Background: an optimization exercise with open tools, aiming at a short achievable clock period and few clock cycles. Do not read the settings as production practice.
RTL that was checked went through simulation tests only; none was proved equivalent to the original.
For runs 1 to 3, 5 and 6, only the layout was checked, not whether the RTL still works.
Power figures rest on the tool's default switching activity, not on a simulated workload.

[flow/run.sh]
#!/bin/bash
# synth_recipe.tcl (not shown) runs the flow's synth.tcl, then flattens the netlist and writes it again
# the make line also repeats each setting of config.mk as NAME=value (left out here)
make -C /OpenROAD-flow-scripts/flow DESIGN_CONFIG=/design/flow/config.mk WORK_HOME=/design/flow/orfs CLKGATE_MAP_FILE= SYNTH_SCRIPT=/design/flow/synth_recipe.tcl finish
[flow/config.mk]
export PLATFORM = sky130hd
export DESIGN_NAME = CPU
export DESIGN_NICKNAME = CPU
export VERILOG_FILES = /design/flow/design.v
export SDC_FILE = /design/flow/constraint.sdc
export NUM_CORES = 4
export LEC_CHECK = 0
export ABC_CLOCK_PERIOD_IN_PS = 2200
export CAP_MARGIN = 20
export CORE_MARGIN = 2
export CORE_UTILIZATION = 40
export SETUP_SLACK_MARGIN = 4.8
export SLEW_MARGIN = 20
export TNS_END_PERCENT = 100
[flow/constraint.sdc]
create_clock -name core_clock -period 7.0 [get_ports {clk}]
set_input_delay 1.4000 -clock core_clock [delete_from_list [all_inputs] [get_ports {clk}]]
set_output_delay 1.4000 -clock core_clock [all_outputs]
set_load 0.01 [all_outputs]
[flow/design.v]
module ks_add #(parameter W = 20) (
 input  [W-1:0] a,
 input  [W-1:0] b,
 output [W-1:0] s
);
 localparam L = $clog2(W);
 wire [W-1:0] g [0:L];
 wire [W-1:0] p [0:L];
 assign g[0] = a & b;
 assign p[0] = a ^ b;
 genvar l, i;
 generate
  for (l = 0; l < L; l = l + 1) begin : lvl
   for (i = 0; i < W; i = i + 1) begin : col
    if (i >= (1 << l)) begin : comb
     assign g[l+1][i] = g[l][i] | (p[l][i] & g[l][i-(1<<l)]);
     assign p[l+1][i] = p[l][i] & p[l][i-(1<<l)];
    end else begin : thru
     assign g[l+1][i] = g[l][i];
     assign p[l+1][i] = p[l][i];
    end
   end
  end
 endgenerate
 assign s = p[0] ^ {g[L][W-2:0], 1'b0};
endmodule
module cmp_signed #(parameter W = 20) (
 input  [W-1:0] a,
 input  [W-1:0] b,
 output lt,
 output eq
);
 localparam L = $clog2(W);
 localparam N = 1 << L;
 wire [N-1:0] l0, e0;
 assign l0[W-1] = a[W-1] & ~b[W-1];
 assign l0[W-2:0] = ~a[W-2:0] & b[W-2:0];
 assign e0[W-1:0] = ~(a ^ b);
 generate
  if (N > W) begin : padding
   assign l0[N-1:W] = {(N-W){1'b0}};
   assign e0[N-1:W] = {(N-W){1'b1}};
  end
 endgenerate
 wire [N-1:0] lv [0:L];
 wire [N-1:0] ev [0:L];
 assign lv[0] = l0;
 assign ev[0] = e0;
 genvar k, j;
 generate
  for (k = 0; k < L; k = k + 1) begin : lvl
   for (j = 0; j < (N >> (k + 1)); j = j + 1) begin : node
    assign lv[k+1][j] = lv[k][2*j+1] | (ev[k][2*j+1] & lv[k][2*j]);
    assign ev[k+1][j] = ev[k][2*j+1] & ev[k][2*j];
   end
   if ((N >> (k + 1)) < N) begin : rest
    assign lv[k+1][N-1:(N >> (k + 1))] = {(N - (N >> (k + 1))){1'b0}};
    assign ev[k+1][N-1:(N >> (k + 1))] = {(N - (N >> (k + 1))){1'b0}};
   end
  end
 endgenerate
 assign lt = lv[L][0];
 assign eq = ev[L][0];
endmodule
module CPU(
 input clk,
 input rst,
 output [9:0] imem_addr,
 input  [19:0] imem_rdata,
 output [9:0] dmem_addr,
 output [19:0] dmem_wdata,
 output dmem_we,
 input  [19:0] dmem_rdata
);
 reg  [9:0] fpc;           
 reg        dv;            
 reg  [9:0] dpc, dpc1;     
 assign imem_addr = fpc;
 wire [9:0] fpc_inc = fpc + 10'd1;
 wire [19:0] di = imem_rdata;
 wire [3:0]  dop = di[19:16];
 wire d_jump = dop == 4'h8;
 wire d_br   = dop[3] & (dop[2] | (dop[1] & dop[0]));
 wire d_back = d_br & di[7];
 wire [9:0] d_jt, d_bt;
 ks_add #(10) d_jadd (.a(dpc1), .b(di[9:0]), .s(d_jt));
 ks_add #(10) d_badd (.a(dpc1), .b({{5{di[7]}}, di[7:3]}), .s(d_bt));
 reg  [19:0] ir;
 reg         rv;           
 reg  [9:0]  rpc, rpc1;
 reg         rhold;        
 reg         r_bp;         
 reg         r_fb;         
 wire [3:0]  rop = ir[19:16];
 wire r_alu = ~rop[3];
 wire r_jmp = rop == 4'h8;
 wire r_ld  = rop == 4'h9;
 wire r_st  = rop == 4'hA;
 wire r_br  = rop[3] & (rop[2] | (rop[1] & rop[0]));
 wire r_fbv = rv & r_fb;
 wire [3:0] ra_addr = rop[3] ? ir[15:12] : ir[11:8];
 wire [3:0] rb_addr = rop[3] ? ir[11:8]  : ir[7:4];
 wire [9:0] r_bt, r_jt;
 ks_add #(10) r_badd (.a(rpc1), .b({{5{ir[7]}}, ir[7:3]}), .s(r_bt));
 ks_add #(10) r_jadd (.a(rpc1), .b(ir[9:0]), .s(r_jt));
 wire [9:0] r_succ = r_jmp ? r_jt : rpc1;
 wire d_alu = ~dop[3];
 wire d_st  = dop == 4'hA;
 wire [3:0] d_aa = dop[3] ? di[15:12] : di[11:8];
 wire [3:0] d_ba = dop[3] ? di[11:8]  : di[7:4];
 wire d_usea = d_alu | d_st | d_br;
 wire d_useb = (d_alu & ~dop[0]) | d_br;
 wire d_lu = dv & rv & ~rhold & r_ld &
             ((d_usea & (d_aa == ir[15:12])) | (d_useb & (d_ba == ir[15:12])));
 wire d_jr = dv & d_jump & ~r_fbv;              
 wire d_bk = dv & d_back & ~r_fbv;              
 reg  [19:0] ea, eb;
 reg         ev, e_wr, e_ld, e_br, e_bp;
 reg  [3:0]  e_dst;
 reg  [3:0]  e_fs;         
 reg  [2:0]  e_nzp;
 reg  [9:0]  e_t, e_f;     
 reg  [9:0]  dma;
 reg  [19:0] dmw;
 reg         dmwe;
 assign dmem_addr  = dma;
 assign dmem_wdata = dmw;
 assign dmem_we    = dmwe;
 wire [19:0] e_sum;
 ks_add #(20) e_add (.a(ea), .b(eb), .s(e_sum));
 wire [19:0] e_res = ({20{e_fs[0]}} & e_sum) | ({20{e_fs[1]}} & (ea & eb)) |
                     ({20{e_fs[2]}} & (ea | eb)) | ({20{e_fs[3]}} & (ea ^ eb));
 wire e_lt, e_eq;
 cmp_signed #(20) e_cmp (.a(ea), .b(eb), .lt(e_lt), .eq(e_eq));
 wire e_gt = ~e_lt & ~e_eq;
 wire e_taken = (e_nzp[2] & e_lt) | (e_nzp[1] & e_eq) | (e_nzp[0] & e_gt);
 wire e_act = ev & e_br;
 wire rt_hit = rv & (rpc == e_t), rf_hit = rv & (rpc == e_f);
 wire dt_hit = dv & (dpc == e_t), df_hit = dv & (dpc == e_f);
 wire ft_hit = fpc == e_t,        ff_hit = fpc == e_f;
 wire r_hit = e_taken ? rt_hit : rf_hit;
 wire d_hit = (e_taken ? dt_hit : df_hit) & ~r_fbv;
 wire f_hit = e_taken ? ft_hit : ff_hit;
 wire fb_nt = e_bp & ~e_taken & r_hit;           
 wire killR = e_act & ~r_hit;
 wire killD = e_act & (fb_nt | (~r_hit & ~d_hit));
 wire e_keepf = e_act & ~r_hit & ~d_hit & f_hit;
 wire e_redir = e_act & (fb_nt | (~r_hit & ~d_hit & ~f_hit));
 wire [9:0] e_addr = fb_nt ? r_succ : (e_taken ? e_t : e_f);
 reg  [19:0] w_res;
 reg         w_wr, w_ld;
 reg  [3:0]  w_dst;
 wire [19:0] w_val = w_ld ? dmem_rdata : w_res;
 reg [19:0] rf [0:15];
 integer i;
 always @(posedge clk) begin
  if (rst) begin
   for (i = 0; i < 16; i = i + 1) rf[i] <= 20'd0;
  end else if (w_wr) begin
   rf[w_dst] <= w_val;
  end
 end
 wire e_fwd = ev & e_wr & ~e_ld;
 wire [19:0] fa = (e_fwd & (e_dst == ra_addr)) ? e_res :
                  (w_wr & (w_dst == ra_addr)) ? w_val : rf[ra_addr];
 wire [19:0] fb = (e_fwd & (e_dst == rb_addr)) ? e_res :
                  (w_wr & (w_dst == rb_addr)) ? w_val : rf[rb_addr];
 wire r_go = rv & ~rhold & ~killR;      
 always @(posedge clk) begin
  if (rst) begin
   fpc <= 10'd1;           
   dv <= 1'b1;
   dpc <= 10'd0; dpc1 <= 10'd1;
   rv <= 1'b0; rhold <= 1'b0; r_bp <= 1'b0; r_fb <= 1'b0;
   ir <= 20'd0; rpc <= 10'd0; rpc1 <= 10'd0;
   ev <= 1'b0;
   e_wr <= 1'b0; e_ld <= 1'b0; e_br <= 1'b0; e_bp <= 1'b0;
   e_dst <= 4'd0; e_fs <= 4'd0; e_nzp <= 3'd0; e_t <= 10'd0; e_f <= 10'd0;
   ea <= 20'd0; eb <= 20'd0;
   dma <= 10'd0; dmw <= 20'd0; dmwe <= 1'b0;
   w_res <= 20'd0; w_wr <= 1'b0; w_ld <= 1'b0; w_dst <= 4'd0;
  end else begin
   dpc <= fpc;
   dpc1 <= fpc_inc;
   if (e_redir) begin
    fpc <= e_addr;
    dv <= 1'b0;
   end else if (e_keepf) begin
    fpc <= fpc_inc;
    dv <= 1'b1;
   end else if (d_jr) begin
    fpc <= d_jt;
    dv <= 1'b0;
   end else if (d_bk) begin
    fpc <= d_bt;
    dv <= ~d_lu;
   end else if (d_lu) begin
    dv <= 1'b0;
   end else begin
    fpc <= fpc_inc;
    dv <= 1'b1;
   end
   rhold <= d_lu & ~killD;
   if (!rhold) begin
    ir <= di;
    rpc <= dpc;
    rpc1 <= dpc1;
    rv <= dv & ~killD & ~(d_jump & ~r_fbv);
    r_bp <= d_bk;
    r_fb <= d_bk & ~d_lu;
   end
   ev <= r_go;
   e_wr <= r_go & (r_alu | r_ld);
   e_ld <= r_ld;
   e_br <= r_br;
   e_bp <= r_bp;
   e_dst <= ir[15:12];
   e_fs <= r_alu ? (4'b0001 << rop[2:1]) : 4'b0000;
   e_nzp <= ir[2:0];
   e_t <= r_bt;
   e_f <= rpc1;
   ea <= fa;
   eb <= (r_alu & rop[0]) ? {{12{ir[7]}}, ir[7:0]} : fb;
   if (r_ld | r_st) dma <= ir[9:0];
   if (r_st) dmw <= fa;
   dmwe <= r_go & r_st;
   w_res <= e_res;
   w_wr <= e_wr;
   w_ld <= e_ld;
   w_dst <= e_dst;
  end
 end
endmodule
==> summary.txt, run 1 <==
Fin crit share: 57.5%
Syn Area/Cell: 10.4 µm²
Ant diodes: 0
Largest net degree at the start of global routing: 68
Die Ht: 274 µm
Final Slew Violations: 0
Slew HR: 24.0%
CTS tree: yes
Max cap viols: 0
Max IR drop VDD: 0.202 mV
Cell Rows: 98
Maximum root-to-sink buffer count: 3
Clock Latency Late Sink: 0.68 ns
Fill cells: 5753
Number of DRC markers in iteration 0: 3740
I/O pin cnt: 83
Syn Std Cell Area: 0.0291 mm²
TritonCTS buffer count: 58
Type of the worst min-delay path: flop to flop
WHS: 0.438 ns
Pwr Density: 217 mW/mm²
Post-route ant nets: 0
Root buffer cell: clkbuf_16
Post-synth top flop: edfxtp_1
Syn Nets: 2924
Starting Density: 40.5%
Die Wd: 274 µm
Drt wl/cell: 27.8 µm
Hpwl dp: 59200 µm
P&R area growth vs syn: 38.4%
Tightest Pin Transition: 1.14 ns
Cell taking the most area after synthesis: edfxtp_1
First-pass GRT wire length: 159000 µm
Count of warnings emitted by yosys: 4
Yosys top cell area share: 33.1%
Fmax: 0.248 GHz
EDFF count, synth: 320
Endpoints failing hold: 0
H-tree levels: 2
Asr flop ratio synth: 0%
Core Area: 0.0717 mm²
Setup crit end kind: flop
Fin crit period: 4.03 ns
RSZ-0062 raised after global routing: yes
Flops & latches, synth: 528
Sequential fraction of the synthesis area: 47.4%
Vias in the first global route: 24200
Clock Sinks: 528
Critical Path RT: 7.60 ns
Vias per Instance: 6.20
Unique masters post-synth: 83
CP max FO: 8
Status: finished clean
Synth area leaders: edfxtp_1, dfxtp_1, mux4_2
Count leader, synth: nor2_1
Initial antenna violation count: 1
Worst Setup Path Type: flop to flop
Drt first pass iters: 8
Sum of negative setup slack: 0 ns
Total global-route track usage: 28.6%
Syn Inst Count: 2782
# nets final: 3293
Pleak: 15.2 nW
Commonest cells post-synth: nor2_1, edfxtp_1, nand2_1
Final wirelength: 115000 µm
Clock-pin slew on the worst setup and hold paths: 0.06 ns
Fraction of layout cells with a size suffix above 1: 37.6%
Grt ovf: 0
CTS Hold Bufs: 0
Via count: 25700
Final setup skew: 0.0750 ns
DRC violations left: 0
Port bufs: 82
CP Launch Type: flop
Die footprint: 0.0748 mm²
Worst path arrival time: 4.62 ns
Global placement routability congestion: 0.898
Final setup fails: 0
==> metrics by stage <==
step                power (mW)  util [%]  instances  setup WS [ns]  area, µm²
floorplan                 4.62         -       2782           3.23      30400
global placement          5.00      43.5       3638           2.01      31200
detailed placement        5.03      43.5       3638           1.89      31200
CTS                       8.49      52.5       4008           3.05      37600
global route              8.98      56.0       4148           2.83      40200
finish                    8.74      56.0       4148           2.97      40200
==> sequential cells by signal, summed over array words and instances (netlist names), 3 cells and up <==
register,cells
dma,10
e_t,10
w_dst,4
e_fs,4
eb,20
fpc,10
e_nzp,3
rf,320
e_dst,4
dpc,10
e_f,10
w_res,20
rpc1,10
dmw,20
rpc,10
ea,20
dpc1,10
ir,20
==> worst paths after layout <==
check                                       from             endpoint  slack, ns  depth (start not counted)
worst min-delay path             e_ld$_SDFF_PP0_      w_ld$_SDFF_PP0_       0.44                          1
worst max-delay path            ea[6]$_SDFF_PP0_  fpc[6]$_SDFFE_PP0P_       2.97                         18
worst max register to register  ea[6]$_SDFF_PP0_  fpc[6]$_SDFFE_PP0P_       2.97                         18
worst min register to register   e_ld$_SDFF_PP0_      w_ld$_SDFF_PP0_       0.44                          1
==> area by class of cell <==
| class | count | area (µm²) | share of cell area (%) |
|---|---|---|---|
| clock buffers | 78 | 1570 | 3.90 |
| clock inverters | 29 | 290 | 0.722 |
| inverters | 104 | 390 | 0.971 |
| multi-input cells | 1996 | 17500 | 43.6 |
| flip-flops and latches | 528 | 13900 | 34.6 |
| well taps | 950 | 1190 | 2.96 |
| repair buffers | 463 | 5350 | 13.3 |
==> logic make-up after synthesis <==
kind of cell | share of synthesized area (%)
flip-flops | 47.4
buffers and inverters | 4.04
XOR/XNOR | 2.86
adder cells (fa/ha/maj) | 4.44
AND/OR/NAND/NOR | 16.2
multiplexers | 16.1
AO/OA/AOI/OAI | 8.91
==> repair_timing <==
item / CTS / global route
buffers inserted: 205 / 118
gates resized for setup: 662 / 308
pin swaps: 117 / 115
cloned: 58 / 21
setup endpoints to repair: 846 / 566
==> report_power, final <==
group	internal (mW)	leakage, nW	switching, mW
Sequential	3.43	5.04	0.139
Combinational	0.953	9.28	1.16
Clock	1.69	0.892	1.37
==> worst max-delay path: stages (launching register included) <==
cell and delay (ns):
dfxtp_1 0.34, inv_1 0.08, ha_4 0.32, nor2_1 0.07, nand4_1 0.18, a21oi_1 0.07
o41a_1 0.42, buf_6 0.15, o211ai_4 0.39, nand2_8 0.18, buf_6 0.19, o221a_4 0.21
o211a_4 0.15, a31oi_4 0.28, and2_4 0.28, buf_4 0.13, nor3_2 0.05, a221oi_1 0.30
o21a_1 0.16
==> placed cells by master (no fill, tap or decap), types with 21 or more instances in the layout <==
cell / netlist / layout
a21o_1: 25 / 24
a21oi_1: 134 / 89
a21oi_2: 1 / 34
buf_12: 0 / 43
buf_16: 0 / 27
buf_4: 0 / 227
buf_6: 4 / 100
clkbuf_16: 0 / 62
clkdlybuf4s50_1: 0 / 25
dfxtp_1: 208 / 136
dfxtp_2: 0 / 58
edfxtp_1: 320 / 320
ha_1: 95 / 74
inv_1: 104 / 91
mux2i_1: 93 / 61
mux2i_4: 0 / 29
mux4_2: 160 / 160
nand2_1: 275 / 244
nand2b_4: 0 / 37
nand3_1: 106 / 66
nand3_2: 0 / 23
nand3_4: 0 / 24
nor2_1: 513 / 445
nor2_2: 0 / 34
nor2_4: 0 / 34
nor2b_1: 64 / 55
o21ai_0: 87 / 41
o21ai_1: 4 / 24
o21ai_2: 0 / 21
xnor2_1: 64 / 62
xor2_1: 31 / 31
==> routing by layer <==
metal / vias up / global-route usage (%) / wire length, µm
li1: 10800 / - / -
met1: 12600 / 36.9 / 42300
met2: 1793 / 45.6 / 52600
met3: 483 / 6.35 / 12800
met4: 2 / 13.4 / 7750
met5: - / 0 / 9
==> run 2: changes to the inputs <==
--- a/flow/design.v
+++ b/flow/design.v
@@ -135,18 +135,21 @@
  wire e_gt = ~e_lt & ~e_eq;
  wire e_taken = (e_nzp[2] & e_lt) | (e_nzp[1] & e_eq) | (e_nzp[0] & e_gt);
  wire e_act = ev & e_br;
- wire rt_hit = rv & (rpc == e_t), rf_hit = rv & (rpc == e_f);
- wire dt_hit = dv & (dpc == e_t), df_hit = dv & (dpc == e_f);
- wire ft_hit = fpc == e_t,        ff_hit = fpc == e_f;
- wire r_hit = e_taken ? rt_hit : rf_hit;
- wire d_hit = (e_taken ? dt_hit : df_hit) & ~r_fbv;
- wire f_hit = e_taken ? ft_hit : ff_hit;
- wire fb_nt = e_bp & ~e_taken & r_hit;           
- wire killR = e_act & ~r_hit;
- wire killD = e_act & (fb_nt | (~r_hit & ~d_hit));
- wire e_keepf = e_act & ~r_hit & ~d_hit & f_hit;
- wire e_redir = e_act & (fb_nt | (~r_hit & ~d_hit & ~f_hit));
- wire [9:0] e_addr = fb_nt ? r_succ : (e_taken ? e_t : e_f);
+ wire rt_hit = rv & (rpc == e_t), rn_hit = rv & (rpc == e_f);
+ wire dt_hit = dv & ~r_fbv & (dpc == e_t), dn_hit = dv & ~r_fbv & (dpc == e_f);
+ wire ft_hit = fpc == e_t,        fn_hit = fpc == e_f;
+ wire fbn = e_bp & rn_hit;         
+ wire killR_t = e_act & ~rt_hit;
+ wire killR_n = e_act & ~rn_hit;
+ wire killD_t = e_act & ~rt_hit & ~dt_hit;
+ wire killD_n = e_act & (fbn | (~rn_hit & ~dn_hit));
+ wire keepf_t = e_act & ~rt_hit & ~dt_hit & ft_hit;
+ wire keepf_n = e_act & ~fbn & ~rn_hit & ~dn_hit & fn_hit;
+ wire redir_t = e_act & ~rt_hit & ~dt_hit & ~ft_hit;
+ wire redir_n = e_act & (fbn | (~rn_hit & ~dn_hit & ~fn_hit));
+ wire [9:0] addr_n = fbn ? r_succ : e_f;
+ wire killR = e_taken ? killR_t : killR_n;
+ wire killD = e_taken ? killD_t : killD_n;
  reg  [19:0] w_res;
  reg         w_wr, w_ld;
  reg  [3:0]  w_dst;
@@ -166,6 +169,12 @@
  wire [19:0] fb = (e_fwd & (e_dst == rb_addr)) ? e_res :
                   (w_wr & (w_dst == rb_addr)) ? w_val : rf[rb_addr];
  wire r_go = rv & ~rhold & ~killR;      
+ wire [9:0] fpc_d = d_jr ? d_jt : d_bk ? d_bt : d_lu ? fpc : fpc_inc;
+ wire       dv_d  = d_jr ? 1'b0 : d_bk ? ~d_lu : ~d_lu;
+ wire [9:0] fpc_t = redir_t ? e_t    : keepf_t ? fpc_inc : fpc_d;
+ wire [9:0] fpc_n = redir_n ? addr_n : keepf_n ? fpc_inc : fpc_d;
+ wire       dv_t  = redir_t ? 1'b0 : keepf_t ? 1'b1 : dv_d;
+ wire       dv_n  = redir_n ? 1'b0 : keepf_n ? 1'b1 : dv_d;
  always @(posedge clk) begin
   if (rst) begin
    fpc <= 10'd1;           
@@ -182,24 +191,8 @@
   end else begin
    dpc <= fpc;
    dpc1 <= fpc_inc;
-   if (e_redir) begin
-    fpc <= e_addr;
-    dv <= 1'b0;
-   end else if (e_keepf) begin
-    fpc <= fpc_inc;
-    dv <= 1'b1;
-   end else if (d_jr) begin
-    fpc <= d_jt;
-    dv <= 1'b0;
-   end else if (d_bk) begin
-    fpc <= d_bt;
-    dv <= ~d_lu;
-   end else if (d_lu) begin
-    dv <= 1'b0;
-   end else begin
-    fpc <= fpc_inc;
-    dv <= 1'b1;
-   end
+   fpc <= e_taken ? fpc_t : fpc_n;
+   dv <= e_taken ? dv_t : dv_n;
    rhold <= d_lu & ~killD;
    if (!rhold) begin
     ir <= di;
==> run 2 against run 1 <==
Core utilization grew 4.4 points. Die area grew 2.3%. Design area grew 10%. Clock skew grew 0.012 ns. Count of clock-buffer cells in the layout shrank 2. Clock power grew 6%. First-iteration DRC count grew 12%. Non-clock buffer count grew 42. Worst setup slack gained 0.92 ns. Maximum frequency grew 30%. Critical path depth shrank 5. Sequential share of layout area shrank 3.1 points. Critical path type unchanged. Largest cell class unchanged. Largest power group unchanged.
==> summary.txt, run 2 <==
Most common cell after layout, fill and taps aside: edfxtp_1 (was nor2_1)
Fmax: 0.322 GHz (was 0.248 GHz)
Syn Std Cell Area: 0.0297 mm² (was 0.0291 mm²)
Number of DRC markers in iteration 0: 4179 (was 3740)
Largest net degree at the start of global routing: 54 (was 68)
CP max FO: 6 (was 8)
RSZ-0062 raised after global routing: yes (unchanged)
DP Area: 0.0321 mm² (was 0.0312 mm²)
Unique masters post-synth: 84 (was 83)
Final setup fails: 0 (unchanged)
Pwr Density: 211 mW/mm² (was 217 mW/mm²)
Starting Density: 40.6% (was 40.5%)
Maximum root-to-sink buffer count: 3 (unchanged)
Ant diodes: 0 (unchanged)
Critical Path RT: 7.52 ns (was 7.60 ns)
Vias per Instance: 6.58 (was 6.20)
Count of warnings emitted by yosys: 4 (unchanged)
Flop pwr share: 39.1% (was 40.9%)
Post-synth top flop: edfxtp_1 (unchanged)
Initial antenna violation count: 1 (unchanged)
Sw power: 2.96 mW (was 2.67 mW)
Clock Latency Late Sink: 0.71 ns (was 0.68 ns)
CP Launch Type: flop (unchanged)
Port bufs: 82 (unchanged)
First-pass GRT wire length: 180000 µm (was 159000 µm)
CTS Hold Bufs: 0 (unchanged)
Final setup skew: 0.0867 ns (was 0.0750 ns)
Core Area: 0.0732 mm² (was 0.0717 mm²)
Final Non-Filler Cells: 4286 (was 4148)
Max reg flops: 320 (unchanged)
Vias in the first global route: 26000 (was 24200)
Hpwl dp: 65800 µm (was 59200 µm)
Sequential fraction of the synthesis area: 46.3% (was 47.4%)
Status: finished clean (unchanged)
Clock-pin slew on the worst setup and hold paths: 0.06 ns (about the same)
Clock Sinks: 528 (unchanged)
Fraction of layout cells with a size suffix above 1: 47.4% (was 37.6%)
Flops & latches, synth: 528 (unchanged)
Cell taking the most area after synthesis: edfxtp_1 (unchanged)
Global placement routability congestion: 0.898 (about the same)
Slew HR: 25.1% (was 24.0%)
Count leader, synth: nor2_1 (unchanged)
CTS tree: yes (unchanged)
Logic pwr share: 26.3% (was 24.2%)
Worst Setup Path Type: flop to flop (unchanged)
Clk network pwr share: 34.5% (was 34.9%)
Switching fraction of total power: 31.8% (was 30.5%)
Setup crit end kind: flop (unchanged)
Final wirelength: 137000 µm (was 115000 µm)
Synth area leaders: edfxtp_1, dfxtp_1, mux4_2 (unchanged)
Fin crit share: 44.3% (was 57.5%)
Max cap viols: 0 (unchanged)
Commonest cells post-synth: nor2_1, edfxtp_1, nand2_1 (unchanged)
Syn Nets: 2989 (was 2924)
Endpoints failing hold: 0 (unchanged)
Tightest Pin Transition: 1.12 ns (was 1.14 ns)
Leading cell types in the layout, fill and taps excluded: edfxtp_1, nor2_1, nand2_1 (was nor2_1, edfxtp_1, nand2_1)
Total global-route track usage: 31.8% (was 28.6%)
Grt ovf: 0 (unchanged)
TritonCTS buffer count: 59 (was 58)
P&R area growth vs syn: 48.8% (was 38.4%)
Worst path arrival time: 3.62 ns (was 4.62 ns)
Die Wd: 277 µm (was 274 µm)
EDFF count, synth: 320 (unchanged)
Syn Area/Cell: 10.4 µm² (about the same)
H-tree levels: 2 (unchanged)
Int Pwr: 6.36 mW (was 6.07 mW)
Die footprint: 0.0765 mm² (was 0.0748 mm²)
# nets final: 3426 (was 3293)
Final Util: 60.4% (was 56.0%)
Drt first pass iters: 6 (was 8)
Drt wl/cell: 32.0 µm (was 27.8 µm)
Sum of negative setup slack: 0 ns (unchanged)
Yosys top cell area share: 32.3% (was 33.1%)
Max IR drop VDD: 0.235 mV (was 0.202 mV)
Cell area after layout: 0.0442 mm² (was 0.0402 mm²)
Cell Rows: 99 (was 98)
Post-route ant nets: 0 (unchanged)
Type of the worst min-delay path: flop to flop (unchanged)
I/O pin cnt: 83 (unchanged)
Via count: 28200 (was 25700)
Die Ht: 277 µm (was 274 µm)
Syn Inst Count: 2847 (was 2782)
Pleak: 16.2 nW (was 15.2 nW)
Asr flop ratio synth: 0% (unchanged)
Final Slew Violations: 0 (unchanged)
DRC violations left: 0 (unchanged)
Largest Register: rf (unchanged)
Placed Cells: 3709 (was 3638)
Root buffer cell: clkbuf_16 (unchanged)
Fin crit period: 3.10 ns (was 4.03 ns)
-- run 2: changes by cell type after synthesis, sizes merged, moves of 9 or more --
cell    delta
and2      +38
buf       +28
inv       -25
xor2      +24
a211oi    +18
nor2      -17
clkbuf    -16
nand2b    -15
nand2     +14
nand3     -14
nor2b     -14
o21bai    -13
a21oi     -11
o21a       +9
-- run 2: critical path: stages (launching register included) --
cell and delay (ns):
dfxtp_4 0.38, buf_4 0.17, mux2i_4 0.22, buf_12 0.15
buf_16 0.14, buf_12 0.16, buf_4 0.13, buf_6 0.08
mux4_2 0.48, and2_4 0.18, a211oi_4 0.52, a31oi_4 0.08
a21oi_2 0.17, a221oi_2 0.07
-- run 2: final timing paths --
kind | start | end | slack, ns | cells after the start
max | ir[4]$_SDFFE_PP0N_ | eb[18]$_SDFF_PP0_ | 3.90 | 13
min | e_ld$_SDFF_PP0_ | w_ld$_SDFF_PP0_ | 0.46 | 1
min reg2reg | e_ld$_SDFF_PP0_ | w_ld$_SDFF_PP0_ | 0.46 | 1
max reg2reg | ir[4]$_SDFFE_PP0N_ | eb[18]$_SDFF_PP0_ | 3.90 | 13
-- run 2: metrics by stage --
stage               hold slack [ns]  power [mW]  setup WS [ns]
global placement              0.450        5.19           2.41
finish                        0.459        9.32           3.90
global route                  0.469        9.51           3.89
CTS                           0.459        8.95           3.98
floorplan                     0.438        4.75           3.51
detailed placement            0.451        5.22           2.35
-- run 2: what timing repair did --
action / 4_1_cts / 5_1_grt
setup endpoints to repair: 855 / 744
cloned: 93 / 20
pin swaps: 218 / 189
setup buffers: 245 / 114
resized for setup: 973 / 540
-- run 2: final cells by class --
cell class,count,area (µm²)
fill,5306,29000
multi-input combinational,2109,20600
sequential,528,13900
timing repair buffer,505,6180
clock buffer,76,1600
tap,959,1200
clock inverter,28,345
inverter,81,319
-- run 2: cell families (layout without fill, tap and decap cells) --
kind of cell / count (synthesis) / after routing / share of synthesized area [%]
and+or+nand+nor: 1094 / 1175 / 16.1
DFF: 528 / 528 / 46.3
AOI/OAI and AO/OA: 430 / 430 / 9.38
buffers and inverters: 292 / 690 / 4.01
muxes: 277 / 278 / 16.2
xor gates and xnor gates: 126 / 126 / 3.71
adders and majority gates: 100 / 100 / 4.34
-- run 2: per-layer routing --
| layer | GRT usage (%) | vias to the layer above | share of wire, % | wire [µm] |
|---|---|---|---|---|
| li1 | - | 11300 | - | - |
| met1 | 40.0 | 13800 | 34 | 47100 |
| met2 | 50.0 | 2369 | 44 | 60900 |
| met3 | 7.40 | 763 | 12 | 17100 |
| met4 | 18.9 | 2 | 8.9 | 12200 |
| met5 | 0.250 | - | 0.0095 | 13 |
-- run 2: power by group through the flow --
stage | Clock (mW) | Combinational [mW] | Sequential [mW]
after floorplan | 0 | 1.14 | 3.60
after global placement | 0 | 1.49 | 3.69
after detailed placement | 0 | 1.51 | 3.70
after CTS | 3.18 | 2.13 | 3.63
after global routing | 3.31 | 2.54 | 3.66
final | 3.22 | 2.46 | 3.65
==> run 3: changes to the inputs <==
==> flow/config.mk (replaced) <==
export PLATFORM = sky130hd
export DESIGN_NAME = CPU
export DESIGN_NICKNAME = CPU
export VERILOG_FILES = /design/flow/design.v
export SDC_FILE = /design/flow/constraint.sdc
export NUM_CORES = 4
export LEC_CHECK = 0
export ABC_CLOCK_PERIOD_IN_PS = 2500
export CAP_MARGIN = 20
export CORE_MARGIN = 2
export CORE_UTILIZATION = 40
export SETUP_SLACK_MARGIN = 4.3
export SLEW_MARGIN = 20
export TNS_END_PERCENT = 100
==> run 3 against run 2 <==
Worst hold slack is essentially flat. Via count shrank 11%. Worst setup slack lost 0.019 ns. Non-clock buffer count shrank 138. Combinational power shrank 9.3%. Routed wire length shrank 18%. Global-route usage shrank 4.7 points. Die area is the same. Clock skew shrank 0.010 ns. Final cell count shrank 4.9%. Critical path type is now primary input to flop. Highest routed layer is now met4.
==> summary.txt, run 3 <==
Status: finished clean (unchanged)
CTS Hold Bufs: 0 (unchanged)
Sequential fraction of the synthesis area: 46.3% (unchanged)
Max IR drop VDD: 0.231 mV (was 0.235 mV)
First-pass GRT wire length: 157000 µm (was 180000 µm)
Root buffer cell: clkbuf_16 (unchanged)
Final setup skew: 0.0766 ns (was 0.0867 ns)
Count leader, synth: nor2_1 (unchanged)
Maximum root-to-sink buffer count: 3 (unchanged)
CTS tree: yes (unchanged)
Initial antenna violation count: 0 (was 1)
Flops & latches, synth: 528 (unchanged)
Endpoints failing hold: 0 (unchanged)
Fin crit period: 3.12 ns (was 3.10 ns)
Slew HR: 38.0% (was 25.1%)
Final Non-Filler Cells: 4075 (was 4286)
Port bufs: 82 (unchanged)
Die Ht: 277 µm (unchanged)
# nets final: 3208 (was 3426)
Max reg flops: 320 (unchanged)
Vias per Instance: 6.17 (was 6.58)
Crit-path cells: buf_12 -> mux2i_2 -> xnor2_1 -> or4_4 -> o22a_4 -> o211ai_1 -> o21ai_1 -> a221oi_2 -> a211oi_2 -> a311o_1 (was buf_4 -> mux2i_4 -> buf_12 -> buf_16 -> buf_12 -> buf_4 -> buf_6 -> mux4_2 -> and2_4 -> a211oi_4 -> a31oi_4 -> a21oi_2 -> a221oi_2)
Global placement routability congestion: 0.903 (was 0.898)
Most common cell after layout, fill and taps aside: nor2_1 (was edfxtp_1)
Setup crit end kind: flop (unchanged)
Placed Cells: 3726 (was 3709)
RSZ-0062 raised after global routing: yes (unchanged)
Drt first pass iters: 6 (unchanged)
Final wirelength: 112000 µm (was 137000 µm)
Clock-pin slew on the worst setup and hold paths: 0.07 ns (was 0.06 ns)
TritonCTS buffer count: 59 (unchanged)
CP Launch Type: primary input (was flop)
Syn Nets: 2989 (unchanged)
Via count: 25100 (was 28200)
Largest net degree at the start of global routing: 81 (was 54)
Final Slew Violations: 0 (unchanged)
Post-synth top flop: edfxtp_1 (unchanged)
Syn Area/Cell: 10.4 µm² (unchanged)
Drt wl/cell: 27.5 µm (was 32.0 µm)
Tightest Pin Transition: 0.927 ns (was 1.12 ns)
Fmax: 0.320 GHz (was 0.322 GHz)
FF/Latch Area: 0.0139 mm² (about the same)
Final setup fails: 0 (unchanged)
Post-route ant nets: 0 (unchanged)
Max cap viols: 0 (unchanged)
CP top delay family: compound AO/OA/AOI/OAI gates (unchanged)
Hpwl dp: 64100 µm (was 65800 µm)
Multi-input logic area: 0.0176 mm² (was 0.0206 mm²)
Pwr Density: 229 mW/mm² (was 211 mW/mm²)
Asr flop ratio synth: 0% (unchanged)
Commonest cells post-synth: nor2_1, edfxtp_1, nand2_1 (unchanged)
Fraction of layout cells with a size suffix above 1: 33.7% (was 47.4%)
EDFF count, synth: 320 (unchanged)
Bufs and invs on worst path: 1 (was 6)
Ant diodes: 0 (unchanged)
Syn Std Cell Area: 0.0297 mm² (unchanged)
Fill cells: 6071 (was 5306)
Clock Sinks: 528 (unchanged)
CP max FO: 7 (was 6)
Placement Setup Slack: 2.34 ns (was 2.35 ns)
Cell taking the most area after synthesis: edfxtp_1 (unchanged)
Starting Density: 40.6% (unchanged)
P&R area growth vs syn: 32.1% (was 48.8%)
Cell Rows: 99 (unchanged)
Number of DRC markers in iteration 0: 3047 (was 4179)
H-tree levels: 2 (unchanged)
Max stage delay on crit path: 0.59 ns (was 0.52 ns)
Fin worst setup slack: 3.88 ns (was 3.90 ns)
Core Area: 0.0732 mm² (unchanged)
Die footprint: 0.0765 mm² (unchanged)
Critical Path RT: 7.54 ns (was 7.52 ns)
Yosys top cell area share: 32.3% (unchanged)
Vias in the first global route: 23400 (was 26000)
Synth area leaders: edfxtp_1, dfxtp_1, mux4_2 (unchanged)
Die Wd: 277 µm (unchanged)
Pleak: 14.6 nW (was 16.2 nW)
CP max stage cell: or4_4 (was a211oi_4)
Unique masters post-synth: 84 (unchanged)
Largest Register: rf (unchanged)
Worst Setup Path Type: primary input to flop (was flop to flop)
I/O pin cnt: 83 (unchanged)
Total global-route track usage: 27.1% (was 31.8%)
Type of the worst min-delay path: flop to flop (unchanged)
DRC violations left: 0 (unchanged)
Clock Latency Late Sink: 0.68 ns (was 0.71 ns)
Worst path arrival time: 3.66 ns (was 3.62 ns)
Final Util: 53.6% (was 60.4%)
Syn Inst Count: 2847 (unchanged)
Count of warnings emitted by yosys: 4 (unchanged)
Grt ovf: 0 (unchanged)
Fin crit share: 44.6% (was 44.3%)
Leading cell types in the layout, fill and taps excluded: nor2_1, edfxtp_1, nand2_1 (was edfxtp_1, nor2_1, nand2_1)
Sum of negative setup slack: 0 ns (unchanged)
[run 3: cell families after synthesis]
| family | share of synthesized area (%) |
|---|---|
| AOI/OAI and AO/OA | 9.38 |
| xor gates and xnor gates | 3.71 |
| adders and majority gates | 4.34 |
| buffers and inverters | 4.01 |
| DFF | 46.3 |
| muxes | 16.2 |
| and+or+nand+nor | 16.1 |
[run 3: worst register-to-register path, cell delays in order (launching register included)]
cell and delay, ns:
dfxtp_2 0.49, ha_1 0.32, o21ai_0 0.32, o21a_1 0.20
nor3_1 0.07, nor3_1 0.27, mux2_2 0.37, o31ai_1 0.21
a311oi_1 0.13, a211o_1 0.30, a22o_1 0.20
[run 3: repair_timing]
action / in CTS / in global routing
setup endpoints to repair: 231 / 170
pin swaps: 117 / 164
resized for setup: 484 / 328
gates cloned: 24 / 21
setup buffers: 103 / 90
[run 3: worst paths after layout]
| check | start | end | slack (ns) | depth (start not counted) |
|---|---|---|---|---|
| worst max-delay path | imem_rdata[19] | fpc[0]$_SDFF_PP1_ | 3.88 | 10 |
| worst min-delay path | e_ld$_SDFF_PP0_ | w_ld$_SDFF_PP0_ | 0.46 | 1 |
| worst max register to register | ir[2]$_SDFFE_PP0N_ | fpc[9]$_SDFF_PP0_ | 4.01 | 10 |
| worst min register to register | e_ld$_SDFF_PP0_ | w_ld$_SDFF_PP0_ | 0.46 | 1 |
[run 3: metal layers]
metal / vias up / share of wire [%] / track usage, %
li1: 10700 / - / -
met1: 12600 / 40 / 39.0
met2: 1614 / 45 / 41.2
met3: 265 / 12 / 6.02
met4: 0 / 3.7 / 7.24
met5: - / 0 / 0
[run 3: metrics by stage]
stage	total power [mW]	hold slack (ns)	area, µm²
floorplan	4.66	0.438	30100
global placement	5.15	0.446	31700
detailed placement	5.17	0.452	31800
CTS	8.63	0.458	36800
global route	9.25	0.465	39300
finish	9.00	0.458	39300
[run 3: final cells by class]
cell class / count / area share [%]
clock buffer: 81 / 4.23
timing repair buffer: 367 / 11.0
multi-input combinational: 2029 / 44.9
clock inverter: 30 / 0.688
sequential: 528 / 35.3
inverter: 81 / 0.825
tap: 959 / 3.06
[run 3: where the power goes]
part           internal (mW)  leakage [nW]  switching (mW)
Combinational           1.03          8.63            1.21
Sequential              3.45          5.03           0.173
Clock                   1.74         0.932            1.40
==> run 4: changes to the inputs <==
--- a/flow/design.v
+++ b/flow/design.v
@@ -1,9 +1,8 @@
-module ks_add #(parameter W = 20) (
+module ks_add #(parameter W = 20, parameter L = 5) (
  input  [W-1:0] a,
  input  [W-1:0] b,
  output [W-1:0] s
 );
- localparam L = $clog2(W);
  wire [W-1:0] g [0:L];
  wire [W-1:0] p [0:L];
  assign g[0] = a & b;
@@ -24,13 +23,12 @@
  endgenerate
  assign s = p[0] ^ {g[L][W-2:0], 1'b0};
 endmodule
-module cmp_signed #(parameter W = 20) (
+module cmp_signed #(parameter W = 20, parameter L = 5) (
  input  [W-1:0] a,
  input  [W-1:0] b,
  output lt,
  output eq
 );
- localparam L = $clog2(W);
  localparam N = 1 << L;
  wire [N-1:0] l0, e0;
  assign l0[W-1] = a[W-1] & ~b[W-1];
@@ -83,8 +81,8 @@
  wire d_br   = dop[3] & (dop[2] | (dop[1] & dop[0]));
  wire d_back = d_br & di[7];
  wire [9:0] d_jt, d_bt;
- ks_add #(10) d_jadd (.a(dpc1), .b(di[9:0]), .s(d_jt));
- ks_add #(10) d_badd (.a(dpc1), .b({{5{di[7]}}, di[7:3]}), .s(d_bt));
+ ks_add #(10, 4) d_jadd (.a(dpc1), .b(di[9:0]), .s(d_jt));
+ ks_add #(10, 4) d_badd (.a(dpc1), .b({{5{di[7]}}, di[7:3]}), .s(d_bt));
  reg  [19:0] ir;
  reg         rv;           
  reg  [9:0]  rpc, rpc1;
@@ -101,8 +99,8 @@
  wire [3:0] ra_addr = rop[3] ? ir[15:12] : ir[11:8];
  wire [3:0] rb_addr = rop[3] ? ir[11:8]  : ir[7:4];
  wire [9:0] r_bt, r_jt;
- ks_add #(10) r_badd (.a(rpc1), .b({{5{ir[7]}}, ir[7:3]}), .s(r_bt));
- ks_add #(10) r_jadd (.a(rpc1), .b(ir[9:0]), .s(r_jt));
+ ks_add #(10, 4) r_badd (.a(rpc1), .b({{5{ir[7]}}, ir[7:3]}), .s(r_bt));
+ ks_add #(10, 4) r_jadd (.a(rpc1), .b(ir[9:0]), .s(r_jt));
  wire [9:0] r_succ = r_jmp ? r_jt : rpc1;
  wire d_alu = ~dop[3];
  wire d_st  = dop == 4'hA;
==> flow/config.mk (replaced) <==
export PLATFORM = sky130hd
export DESIGN_NAME = CPU
export DESIGN_NICKNAME = CPU
export VERILOG_FILES = /design/flow/design.v
export SDC_FILE = /design/flow/constraint.sdc
export NUM_CORES = 4
export LEC_CHECK = 0
export ABC_CLOCK_PERIOD_IN_PS = 2200
export CAP_MARGIN = 20
export CORE_MARGIN = 2
export CORE_UTILIZATION = 40
export SETUP_SLACK_MARGIN = 4.8
export SLEW_MARGIN = 20
export TNS_END_PERCENT = 100
==> run 4 against run 3 <==
Die area unchanged. Clock power rose by 3%. Largest power group unchanged. Routed wire length grew 22%. Register-to-register slack got worse by 0.11 ns. Core utilization increased by 6.8 points.
==> summary.txt, run 4 <==
Cell taking the most area after synthesis: edfxtp_1 (unchanged)
Pleak: 16.2 nW (was 14.6 nW)
Global placement routability congestion: 0.898 (was 0.903)
P&R area growth vs syn: 48.8% (was 32.1%)
Slew HR: 25.1% (was 38.0%)
CP max FO: 6 (was 7)
Placement Setup Slack: 2.35 ns (was 2.34 ns)
Tot Pwr: 9.32 mW (was 9.00 mW)
Endpoints failing hold: 0 (unchanged)
Worst Setup Path Type: flop to flop (was primary input to flop)
EDFF count, synth: 320 (unchanged)
Fin worst setup slack: 3.90 ns (was 3.88 ns)
Hpwl dp: 65800 µm (was 64100 µm)
Syn Area/Cell: 10.4 µm² (unchanged)
Clock-pin slew on the worst setup and hold paths: 0.06 ns (was 0.07 ns)
Ant diodes: 0 (unchanged)
Setup crit end kind: flop (unchanged)
Max cap viols: 0 (unchanged)
Worst R2R Setup Slack: 3.90 ns (was 4.01 ns)
DP Area: 0.0321 mm² (was 0.0318 mm²)
Sum of negative setup slack: 0 ns (unchanged)
Count of warnings emitted by yosys: 4 (unchanged)
Grt ovf: 0 (unchanged)
Die Wd: 277 µm (unchanged)
Vias per Instance: 6.58 (was 6.17)
Sequential fraction of the synthesis area: 46.3% (unchanged)
CP top delay family: compound AO/OA/AOI/OAI gates (unchanged)
Max stage delay on crit path: 0.52 ns (was 0.59 ns)
# nets final: 3426 (was 3208)
Fraction of layout cells with a size suffix above 1: 47.4% (was 33.7%)
Unique masters post-synth: 84 (unchanged)
Die Ht: 277 µm (unchanged)
Syn Inst Count: 2847 (unchanged)
Port bufs: 82 (unchanged)
Status: finished clean (unchanged)
Starting Density: 40.6% (unchanged)
Total global-route track usage: 31.8% (was 27.1%)
Fmax: 0.322 GHz (was 0.320 GHz)
Crit-path cells: buf_4 -> mux2i_4 -> buf_12 -> buf_16 -> buf_12 -> buf_4 -> buf_6 -> mux4_2 -> and2_4 -> a211oi_4 -> a31oi_4 -> a21oi_2 -> a221oi_2 (was buf_12 -> mux2i_2 -> xnor2_1 -> or4_4 -> o22a_4 -> o211ai_1 -> o21ai_1 -> a221oi_2 -> a211oi_2 -> a311o_1)
Most common cell after layout, fill and taps aside: edfxtp_1 (was nor2_1)
Core Area: 0.0732 mm² (unchanged)
Number of DRC markers in iteration 0: 4179 (was 3047)
Critical Path RT: 7.52 ns (was 7.54 ns)
Drt wl/cell: 32.0 µm (was 27.5 µm)
H-tree levels: 2 (unchanged)
Via count: 28200 (was 25100)
Root buffer cell: clkbuf_16 (unchanged)
Die footprint: 0.0765 mm² (unchanged)
Initial antenna violation count: 1 (was 0)
Commonest cells post-synth: nor2_1, edfxtp_1, nand2_1 (unchanged)
Vias in the first global route: 26000 (was 23400)
Final wirelength: 137000 µm (was 112000 µm)
Final setup fails: 0 (unchanged)
I/O pin cnt: 83 (unchanged)
Fill cells: 5306 (was 6071)
CTS tree: yes (unchanged)
Max reg flops: 320 (unchanged)
Flops & latches, synth: 528 (unchanged)
Yosys top cell area share: 32.3% (unchanged)
Count leader, synth: nor2_1 (unchanged)
Final Slew Violations: 0 (unchanged)
Worst path arrival time: 3.62 ns (was 3.66 ns)
Fin crit period: 3.10 ns (was 3.12 ns)
Hold Crit Start: e_ld$_SDFF_PP0_ (unchanged)
Tightest Pin Transition: 1.12 ns (was 0.927 ns)
CP Launch Type: flop (was primary input)
Max IR drop VDD: 0.235 mV (was 0.231 mV)
Pwr Density: 211 mW/mm² (was 229 mW/mm²)
Largest Register: rf (unchanged)
Maximum root-to-sink buffer count: 3 (unchanged)
Type of the worst min-delay path: flop to flop (unchanged)
Synth area leaders: edfxtp_1, dfxtp_1, mux4_2 (unchanged)
Final Util: 60.4% (was 53.6%)
Syn Std Cell Area: 0.0297 mm² (unchanged)
CP max stage cell: a211oi_4 (was or4_4)
Fin crit share: 44.3% (was 44.6%)
Post-synth top flop: edfxtp_1 (unchanged)
Leading cell types in the layout, fill and taps excluded: edfxtp_1, nor2_1, nand2_1 (was nor2_1, edfxtp_1, nand2_1)
Cell Rows: 99 (unchanged)
R2R Path Start: ir[4]$_SDFFE_PP0N_ (was ir[2]$_SDFFE_PP0N_)
First-pass GRT wire length: 180000 µm (was 157000 µm)
Bufs and invs on worst path: 6 (was 1)
Clock Latency Late Sink: 0.71 ns (was 0.68 ns)
TritonCTS buffer count: 59 (unchanged)
Cell area after layout: 0.0442 mm² (was 0.0393 mm²)
Clock Sinks: 528 (unchanged)
DRC violations left: 0 (unchanged)
Drt first pass iters: 6 (unchanged)
Final setup skew: 0.0867 ns (was 0.0766 ns)
Crit path launch: ir[4]$_SDFFE_PP0N_ (was imem_rdata[19])
RSZ-0062 raised after global routing: yes (unchanged)
Syn Nets: 2989 (unchanged)
Largest net degree at the start of global routing: 54 (was 81)
Post-route ant nets: 0 (unchanged)
Asr flop ratio synth: 0% (unchanged)
run 4: changes by cell type in the layout (fill, tap and decap cells not counted), sizes merged, moves of 2 or more:
cell,previous run,this run
bufbuf,1,11
bufinv,2,5
clkbuf,102,77
nand3,93,101
buf,286,468
clkinvlp,5,1
dlygate4sd2,18,4
clkdlybuf4s15,21,1
clkinv,25,23
nand2,292,363
run 4: layout make-up:
type                    instances  area (µm²)  area share (%)
inverters                      81         319           0.721
repair buffers                505        6180            14.0
clock buffers                  76        1600            3.62
clock inverters                28         345           0.781
multi-input cells            2109       20600            46.7
flip-flops and latches        528       13900            31.5
well taps                     959        1200            2.71
run 4: kinds of logic after synthesis:
kind of cell	Yosys count	share of synthesized area, %
muxes	277	16.2
and+or+nand+nor	1094	16.1
DFF	528	46.3
buffers and inverters	292	4.01
AOI/OAI and AO/OA	430	9.38
adders and majority gates	100	4.34
xor gates and xnor gates	126	3.71
run 4: through the flow:
step,instances,hold WS (ns)
after floorplan,2847,0.438
after global placement,3709,0.450
after detailed placement,3709,0.451
after CTS,4151,0.459
after global routing,4286,0.469
final,4286,0.459
run 4: path summary, 6_finish.rpt:
path | end | cells past startpoint
hold reg to reg | w_ld$_SDFF_PP0_ | 1
hold / removal | w_ld$_SDFF_PP0_ | 1
setup reg to reg | eb[18]$_SDFF_PP0_ | 13
setup / recovery | eb[18]$_SDFF_PP0_ | 13
run 4: report_power, final:
group	leakage [nW]	switching, mW	total, mW	internal, mW
combinational	10.2	1.35	2.46	1.11
sequential	5.05	0.197	3.65	3.45
clock	0.947	1.42	3.22	1.80
total	16.2	2.96	9.32	6.36
run 4: metal layers:
| layer | vias to the layer above | routed length, µm | GRT usage (%) |
|---|---|---|---|
| met4 | 2 | 12200 | 18.9 |
| met3 | 763 | 17100 | 7.40 |
| met2 | 2369 | 60900 | 50.0 |
| met5 | - | 13 | 0.250 |
| li1 | 11300 | - | - |
| met1 | 13800 | 47100 | 40.0 |
run 4: timing repair:
| item | in CTS | in global routing |
|---|---|---|
| pin swaps | 218 | 189 |
| endpoints found under the setup margin | 855 | 744 |
| setup buffers | 245 | 114 |
| cloned | 93 | 20 |
| gates resized for setup | 973 | 540 |
| hold buffers | 0 | 0 |
Testbench counts of run 4, summed over its fixed seeds: cycles 23,081.
==> run 5: changes to the inputs <==
--- a/flow/design.v
+++ b/flow/design.v
@@ -96,8 +96,7 @@
  wire r_st  = rop == 4'hA;
  wire r_br  = rop[3] & (rop[2] | (rop[1] & rop[0]));
  wire r_fbv = rv & r_fb;
- wire [3:0] ra_addr = rop[3] ? ir[15:12] : ir[11:8];
- wire [3:0] rb_addr = rop[3] ? ir[11:8]  : ir[7:4];
+ reg  [3:0] ra_addr, rb_addr;     
  wire [9:0] r_bt, r_jt;
  ks_add #(10, 4) r_badd (.a(rpc1), .b({{5{ir[7]}}, ir[7:3]}), .s(r_bt));
  ks_add #(10, 4) r_jadd (.a(rpc1), .b(ir[9:0]), .s(r_jt));
@@ -167,8 +166,8 @@
  wire [19:0] fb = (e_fwd & (e_dst == rb_addr)) ? e_res :
                   (w_wr & (w_dst == rb_addr)) ? w_val : rf[rb_addr];
  wire r_go = rv & ~rhold & ~killR;      
- wire [9:0] fpc_d = d_jr ? d_jt : d_bk ? d_bt : d_lu ? fpc : fpc_inc;
- wire       dv_d  = d_jr ? 1'b0 : d_bk ? ~d_lu : ~d_lu;
+ wire [9:0] fpc_d = (rhold & dv) ? dpc : d_jr ? d_jt : d_bk ? d_bt : fpc_inc;
+ wire       dv_d  = ~(rhold & dv) & ~d_jr & ~(d_bk & d_lu);
  wire [9:0] fpc_t = redir_t ? e_t    : keepf_t ? fpc_inc : fpc_d;
  wire [9:0] fpc_n = redir_n ? addr_n : keepf_n ? fpc_inc : fpc_d;
  wire       dv_t  = redir_t ? 1'b0 : keepf_t ? 1'b1 : dv_d;
@@ -178,6 +177,7 @@
    fpc <= 10'd1;           
    dv <= 1'b1;
    dpc <= 10'd0; dpc1 <= 10'd1;
+   ra_addr <= 4'd0; rb_addr <= 4'd0;
    rv <= 1'b0; rhold <= 1'b0; r_bp <= 1'b0; r_fb <= 1'b0;
    ir <= 20'd0; rpc <= 10'd0; rpc1 <= 10'd0;
    ev <= 1'b0;
@@ -194,6 +194,8 @@
    rhold <= d_lu & ~killD;
    if (!rhold) begin
     ir <= di;
+    ra_addr <= dop[3] ? di[15:12] : di[11:8];
+    rb_addr <= dop[3] ? di[11:8]  : di[7:4];
     rpc <= dpc;
     rpc1 <= dpc1;
     rv <= dv & ~killD & ~(d_jump & ~r_fbv);
==> run 5 against run 4 <==
Global-route usage decreased by 2.2 points. Design area fell by 7.2%. Largest cell class unchanged. Worst hold slack lost 0.00086 ns. Combinational power decreased by 12%. Power grew 1.9%. Die area barely moved. Sequential power rose by 3%. Critical path type is now primary input to flop. Area after synthesis barely moved.
==> summary.txt, run 5 <==
EDFF count, synth: 320 (unchanged)
DRC violations left: 0 (unchanged)
Clock Latency Late Sink: 0.64 ns (was 0.71 ns)
RR Endpoint: e_wr$_SDFF_PP0_ (was eb[18]$_SDFF_PP0_)
# nets final: 3162 (was 3426)
CP Launch Type: primary input (was flop)
Max cap viols: 0 (unchanged)
Total global-route track usage: 29.6% (was 31.8%)
Worst R2R Setup Slack: 4.03 ns (was 3.90 ns)
Global placement routability congestion: 0.906 (was 0.898)
Drt first pass iters: 6 (unchanged)
Initial antenna violation count: 2 (was 1)
Clock Sinks: 542 (was 528)
First-pass GRT wire length: 167000 µm (was 180000 µm)
Unique masters post-synth: 73 (was 84)
Critical Path RT: 7.53 ns (was 7.52 ns)
Tightest Pin Transition: 1.05 ns (was 1.12 ns)
Syn Nets: 2832 (was 2989)
Cell Rows: 99 (unchanged)
Slew HR: 29.6% (was 25.1%)
CTS Hold Bufs: 0 (unchanged)
Post-route ant nets: 0 (unchanged)
Starting Density: 40.6% (about the same)
Final Non-Filler Cells: 4025 (was 4286)
I/O pin cnt: 83 (unchanged)
DP Area: 0.0322 mm² (was 0.0321 mm²)
Crit path launch: imem_rdata[3] (was ir[4]$_SDFFE_PP0N_)
Worst Setup Path Type: primary input to flop (was flop to flop)
Yosys top cell area share: 32.3% (about the same)
Final setup skew: 0.0314 ns (was 0.0867 ns)
Fin crit share: 43.6% (was 44.3%)
Hpwl dp: 64100 µm (was 65800 µm)
Pwr Density: 231 mW/mm² (was 211 mW/mm²)
Fin worst setup slack: 3.95 ns (was 3.90 ns)
Die footprint: 0.0765 mm² (about the same)
Post-synth top flop: edfxtp_1 (unchanged)
Fraction of layout cells with a size suffix above 1: 39.1% (was 47.4%)
Final wirelength: 122000 µm (was 137000 µm)
Leading cell types in the layout, fill and taps excluded: nor2_1, edfxtp_1, mux4_2 (was edfxtp_1, nor2_1, nand2_1)
Port bufs: 82 (unchanged)
Final Util: 56.1% (was 60.4%)
Sum of negative setup slack: 0 ns (unchanged)
Syn Area/Cell: 11.0 µm² (was 10.4 µm²)
Root buffer cell: clkbuf_16 (unchanged)
Cell area after layout: 0.0410 mm² (was 0.0442 mm²)
Pleak: 14.6 nW (was 16.2 nW)
Fin crit period: 3.05 ns (was 3.10 ns)
Die Ht: 277 µm (about the same)
RSZ-0062 raised after global routing: yes (unchanged)
Core Area: 0.0732 mm² (unchanged)
Largest net degree at the start of global routing: 157 (was 54)
Maximum root-to-sink buffer count: 3 (unchanged)
Count of warnings emitted by yosys: 4 (unchanged)
Type of the worst min-delay path: flop to flop (unchanged)
Placement Setup Slack: 2.58 ns (was 2.35 ns)
Grt ovf: 0 (unchanged)
Syn Std Cell Area: 0.0297 mm² (about the same)
R2R Path Start: eb[9]$_SDFF_PP0_ (was ir[4]$_SDFFE_PP0N_)
R2R depth: 12 (was 13)
Vias per Instance: 6.32 (was 6.58)
Flops & latches, synth: 542 (was 528)
Syn Inst Count: 2690 (was 2847)
Sequential fraction of the synthesis area: 47.3% (was 46.3%)
CTS tree: yes (unchanged)
Worst Setup EP: fpc[8]$_SDFF_PP0_ (was eb[18]$_SDFF_PP0_)
Setup crit end kind: flop (unchanged)
CP max FO: 2 (was 6)
Max IR drop VDD: 0.150 mV (was 0.235 mV)
Endpoints failing hold: 0 (unchanged)
Die Wd: 277 µm (about the same)
Cell taking the most area after synthesis: edfxtp_1 (unchanged)
Worst path arrival time: 3.58 ns (was 3.62 ns)
Commonest cells post-synth: nor2_1, edfxtp_1, dfxtp_1 (was nor2_1, edfxtp_1, nand2_1)
Drt wl/cell: 30.2 µm (was 32.0 µm)
Ant diodes: 0 (unchanged)
Status: finished clean (unchanged)
Placed Cells: 3566 (was 3709)
WHS: 0.458 ns (was 0.459 ns)
TritonCTS buffer count: 66 (was 59)
Synth area leaders: edfxtp_1, mux4_2, dfxtp_1 (was edfxtp_1, dfxtp_1, mux4_2)
Final Slew Violations: 0 (unchanged)
Asr flop ratio synth: 0% (unchanged)
Count leader, synth: nor2_1 (unchanged)
Tot Pwr: 9.50 mW (was 9.32 mW)
Vias in the first global route: 24600 (was 26000)
Clock-pin slew on the worst setup and hold paths: 0.06 ns (about the same)
Final setup fails: 0 (unchanged)
H-tree levels: 3 (was 2)
Via count: 25400 (was 28200)
Number of DRC markers in iteration 0: 3284 (was 4179)
Fmax: 0.328 GHz (was 0.322 GHz)
Largest Register: rf (unchanged)
P&R area growth vs syn: 38.1% (was 48.8%)
Most common cell after layout, fill and taps aside: nor2_1 (was edfxtp_1)
Max reg flops: 320 (unchanged)
==> run 5: how the worst min path moves through the flow <==
stage	to	slack [ns]	cells past startpoint	from
4_1_cts	dma[7]$_SDFFE_PP0P_	0.46	2	dma[7]$_SDFFE_PP0P_
3_3_place_gp	dma[9]$_SDFFE_PP0P_	0.44	2	dma[9]$_SDFFE_PP0P_
5_1_grt	dma[0]$_SDFFE_PP0P_	0.48	2	dma[0]$_SDFFE_PP0P_
6_report	dma[7]$_SDFFE_PP0P_	0.46	2	dma[7]$_SDFFE_PP0P_
3_5_place_dp	dma[7]$_SDFFE_PP0P_	0.45	2	dma[7]$_SDFFE_PP0P_
2_1_floorplan	w_wr$_SDFF_PP0_	0.44	1	e_wr$_SDFF_PP0_
==> run 5: kinds of logic (layout without fill, tap and decap cells) <==
kind of cell	count (synthesis)	after routing	share of synthesized area, %
and+or+nand+nor	921	967	13.6
DFF	542	542	47.3
AOI/OAI and AO/OA	410	410	8.75
muxes	302	302	18.6
buffers and inverters	293	623	3.84
xor gates and xnor gates	122	122	3.60
adders and majority gates	100	100	4.34
==> run 5: cell type report <==
class,count,area [µm²]
inverters,98,397
multi-input cells,1901,18000
well taps,959,1200
fillers,5849,32200
repair inverters,2,20.0
clock inverters,33,445
clock buffers,81,1770
repair buffers,409,5030
flip-flops and latches,542,14200
==> run 5: worst max-delay path: stages <==
cell,delay [ns]
buf_8,0.10
ha_4,0.17
fa_2,0.40
a21oi_2,0.16
o211ai_1,0.15
a2111oi_2,0.34
nor3_1,0.11
xnor2_1,0.16
nor2_1,0.09
o21ai_2,0.15
mux2i_1,0.10
a22o_1,0.24
==> run 5: metal layers <==
metal	part of all wire, %	wire length, µm	global-route usage, %
met1	36	44100	36.8
met3	11	13100	5.97
met2	46	56500	49.2
met4	6.6	7980	14.7
met5	0.024	29	0
==> run 5: repair_timing <==
item,CTS,global route
cloned,61,23
resized for setup,701,282
endpoints found under the setup margin,606,561
pin swaps,128,147
endpoints found under the hold margin,0,0
buffers inserted,180,81
==> run 5: report_power, final <==
group / switching (mW) / internal [mW] / leakage, nW
Combinational: 1.16 / 1.00 / 8.33
Sequential: 0.210 / 3.54 / 5.16
Clock: 1.51 / 2.08 / 1.08
Total: 2.87 / 6.63 / 14.6
==> run 6: changes to the inputs <==
==> flow/flow/run.sh (new file) <==
#!/bin/bash
# Standard layout, with the port buffers made from a stronger buffer cell
# than the one ORFS picks by default (a slow delay buffer).
set -e
export BUFFER_PORTS_ARGS="-buffer_cell sky130_fd_sc_hd__buf_8"
bash standard.sh > standard.log 2>&1
==> flow/standard.sh (new file) <==
#!/bin/bash
# synth_recipe.tcl (not shown) runs the flow's synth.tcl, then flattens the netlist and writes it again
# the make line also repeats each setting of config.mk as NAME=value (left out here)
make -C /OpenROAD-flow-scripts/flow DESIGN_CONFIG=/design/flow/config.mk WORK_HOME=/design/flow/orfs CLKGATE_MAP_FILE= SYNTH_SCRIPT=/design/flow/synth_recipe.tcl "${@:-finish}"
removed: flow/run.sh
==> run 6 against run 5 <==
Worst setup slack improved by 0.051 ns. Sequential share of layout area up 0.99 points. Die area unchanged. Design area down 2.7%. Still clean. Combinational power fell by 2%.
==> summary.txt, run 6 <==
Syn Inst Count: 2690 (unchanged)
CP max FO: 3 (was 2)
Final Util: 54.6% (was 56.1%)
Flops & latches, synth: 542 (unchanged)
Grt ovf: 0 (unchanged)
Post-synth top flop: edfxtp_1 (unchanged)
Count leader, synth: nor2_1 (unchanged)
Post-route ant nets: 0 (unchanged)
Maximum root-to-sink buffer count: 3 (unchanged)
CTS tree: yes (unchanged)
Fin worst setup slack: 4.00 ns (was 3.95 ns)
Number of DRC markers in iteration 0: 3314 (was 3284)
Core Area: 0.0732 mm² (unchanged)
Largest Register: rf (unchanged)
Yosys top cell area share: 32.3% (unchanged)
Unique masters post-synth: 73 (unchanged)
Worst path arrival time: 3.54 ns (was 3.58 ns)
Fmax: 0.333 GHz (was 0.328 GHz)
Tot Pwr: 9.17 mW (was 9.50 mW)
Die Ht: 277 µm (unchanged)
Pleak: 14.2 nW (was 14.6 nW)
R2R Path Start: ea[9]$_SDFF_PP0_ (was eb[9]$_SDFF_PP0_)
Synth area leaders: edfxtp_1, mux4_2, dfxtp_1 (unchanged)
TritonCTS buffer count: 61 (was 66)
Vias per Instance: 6.22 (was 6.32)
EDFF count, synth: 320 (unchanged)
Setup crit end kind: flop (unchanged)
Max IR drop VDD: 0.222 mV (was 0.150 mV)
Fin crit share: 42.9% (was 43.6%)
Slew HR: 23.4% (was 29.6%)
I/O pin cnt: 83 (unchanged)
Die footprint: 0.0765 mm² (unchanged)
Final setup fails: 0 (unchanged)
Worst Setup Path Type: primary input to flop (unchanged)
Endpoints failing hold: 0 (unchanged)
Syn Nets: 2832 (unchanged)
RSZ-0062 raised after global routing: yes (unchanged)
Largest net degree at the start of global routing: 70 (was 157)
Crit path launch: imem_rdata[3] (unchanged)
Drt first pass iters: 6 (unchanged)
Clock Latency Late Sink: 0.65 ns (was 0.64 ns)
Die Wd: 277 µm (unchanged)
First-pass GRT wire length: 160000 µm (was 167000 µm)
Starting Density: 40.6% (unchanged)
DRC violations left: 0 (unchanged)
Count of warnings emitted by yosys: 4 (unchanged)
Vias in the first global route: 23400 (was 24600)
Port bufs: 82 (unchanged)
CP Launch Type: primary input (unchanged)
Hpwl dp: 68100 µm (was 64100 µm)
Worst R2R Setup Slack: 4.01 ns (was 4.03 ns)
Clock Sinks: 542 (unchanged)
Placement Setup Slack: 3.07 ns (was 2.58 ns)
Ant diodes: 0 (unchanged)
Cell Rows: 99 (unchanged)
Commonest cells post-synth: nor2_1, edfxtp_1, dfxtp_1 (unchanged)
Type of the worst min-delay path: flop to flop (unchanged)
Hold Crit Start: dma[2]$_SDFFE_PP0P_ (was dma[7]$_SDFFE_PP0P_)
Final wirelength: 113000 µm (was 122000 µm)
Status: finished clean (unchanged)
Critical Path RT: 7.54 ns (was 7.53 ns)
Fraction of layout cells with a size suffix above 1: 36.6% (was 39.1%)
Tightest Pin Transition: 1.15 ns (was 1.05 ns)
Most common cell after layout, fill and taps aside: nor2_1 (unchanged)
Max cap viols: 0 (unchanged)
Final Slew Violations: 0 (unchanged)
Pwr Density: 229 mW/mm² (was 231 mW/mm²)
Syn Area/Cell: 11.0 µm² (unchanged)
Clock-pin slew on the worst setup and hold paths: 0.06 ns (about the same)
Sum of negative setup slack: 0 ns (unchanged)
Initial antenna violation count: 0 (was 2)
Final setup skew: 0.0313 ns (was 0.0314 ns)
Max reg flops: 320 (unchanged)
P&R area growth vs syn: 34.4% (was 38.1%)
Root buffer cell: clkbuf_16 (unchanged)
Asr flop ratio synth: 0% (unchanged)
Leading cell types in the layout, fill and taps excluded: nor2_1, edfxtp_1, mux4_2 (unchanged)
# nets final: 3093 (was 3162)
Syn Std Cell Area: 0.0297 mm² (unchanged)
Total global-route track usage: 27.9% (was 29.6%)
H-tree levels: 2 (was 3)
Global placement routability congestion: 0.920 (was 0.906)
Drt wl/cell: 28.4 µm (was 30.2 µm)
Via count: 24600 (was 25400)
Fin crit period: 3.00 ns (was 3.05 ns)
CTS Hold Bufs: 0 (unchanged)
Fill cells: 6004 (was 5849)
Cell taking the most area after synthesis: edfxtp_1 (unchanged)
Sequential fraction of the synthesis area: 47.3% (unchanged)
-- run 6: cell count changes in the layout (fill, tap and decap cells not counted), sizes merged --
cell / previous run / this run
nand3: 47 / 45
clkinvlp: 2 / 3
clkbuf: 93 / 85
bufbuf: 3 / 4
dlygate4sd2: 3 / 0
inv: 101 / 99
nand2: 207 / 194
clkinv: 23 / 29
buf: 370 / 348
clkdlybuf4s50: 17 / 0
clkdlybuf4s15: 4 / 0
-- run 6: report_power, final --
group,switching (mW),internal (mW)
Sequential,0.215,3.54
Combinational,1.13,0.983
Clock,1.39,1.91
Total,2.74,6.43
-- run 6: repair_timing --
action,CTS,global route
pin swaps,110,108
buffers inserted,137,88
gates cloned,44,14
endpoints found under the setup margin,822,573
resized for setup,343,205
-- run 6: final cells by class --
class	instances	area (µm²)	area share (%)
Clock inverter	38	405	1.01
Timing Repair Buffer	360	4610	11.5
Tap cell	959	1200	3.00
Clock buffer	77	1630	4.08
Inverter	98	397	0.993
Sequential cell	542	14200	35.6
Multi-Input combinational cell	1886	17500	43.7
Timing Repair inverter	2	17.5	0.0438
-- run 6: final timing paths --
kind | endpoint | cells past startpoint
max | fpc[6]$_SDFF_PP0_ | 12
min | dma[2]$_SDFFE_PP0P_ | 2
max reg2reg | dmwe$_SDFF_PP0_ | 12
min reg2reg | dma[2]$_SDFFE_PP0P_ | 2
-- run 6: cell families (layout without fill, tap and decap cells) --
| family | Yosys count | count (layout) | share of synthesized area [%] |
|---|---|---|---|
| AOI/OAI and AO/OA | 410 | 410 | 8.75 |
| xor gates and xnor gates | 122 | 122 | 3.60 |
| adders and majority gates | 100 | 100 | 4.34 |
| buffers and inverters | 293 | 575 | 3.84 |
| DFF | 542 | 542 | 47.3 |
| muxes | 302 | 302 | 18.6 |
| and+or+nand+nor | 921 | 952 | 13.6 |
-- run 6: critical path: stages --
cell and delay, ns:
buf_8 0.10, ha_4 0.16, fa_2 0.37, a21oi_2 0.16, o211ai_1 0.16, buf_4 0.18
a21oi_2 0.13, xor2_1 0.23, o21ai_1 0.13, o22ai_2 0.18, mux2i_1 0.11, a22o_1 0.23
-- run 6: per-stage QoR --
stage,hold slack (ns),instance area (µm²),instances
floorplan,0.438,31300,2690
global placement,0.465,32600,3564
detailed placement,0.462,32600,3564
CTS,0.465,38000,3860
global route,0.492,39900,3962
finish,0.465,39900,3962
-- run 6: per-layer routing --
metal  up-vias  track usage (%)  wire (µm)
met3       289             5.50      11000
met5         -                0          0
met2      1472             45.2      53700
li1      10400                -          -
met4         0             10.4       4660
met1     12500             37.2      43400

==> re-timing with driven ports <==
In the flow no input, the clock included, has a driving cell. The finished layouts below were timed again as built, in two steps. Step 1 assumes that a clkbuf_16 drives the clock port and a buf_2 every other input. Step 2 also shifts input and output timing later by t, the mid clock arrival at the registers, as if the neighbouring blocks saw the same clock. a / b / c = no drivers / after step 1 / after step 2; a / b = the first two.
run | t, ns | setup slack, ns
run 1 | 0.714 | 2.974 / 2.974 / 2.408
run 2 | 0.745 | 3.896 / 3.896 / 3.215
run 3 | 0.707 | 3.876 / 3.864 / 3.157
run 4 | 0.745 | 3.896 / 3.896 / 3.215
run 5 | 0.685 | 3.949 / 3.968 / 3.283
run 6 | 0.703 | 4.000 / 4.011 / 3.317
After both steps every run listed still meets setup and hold.
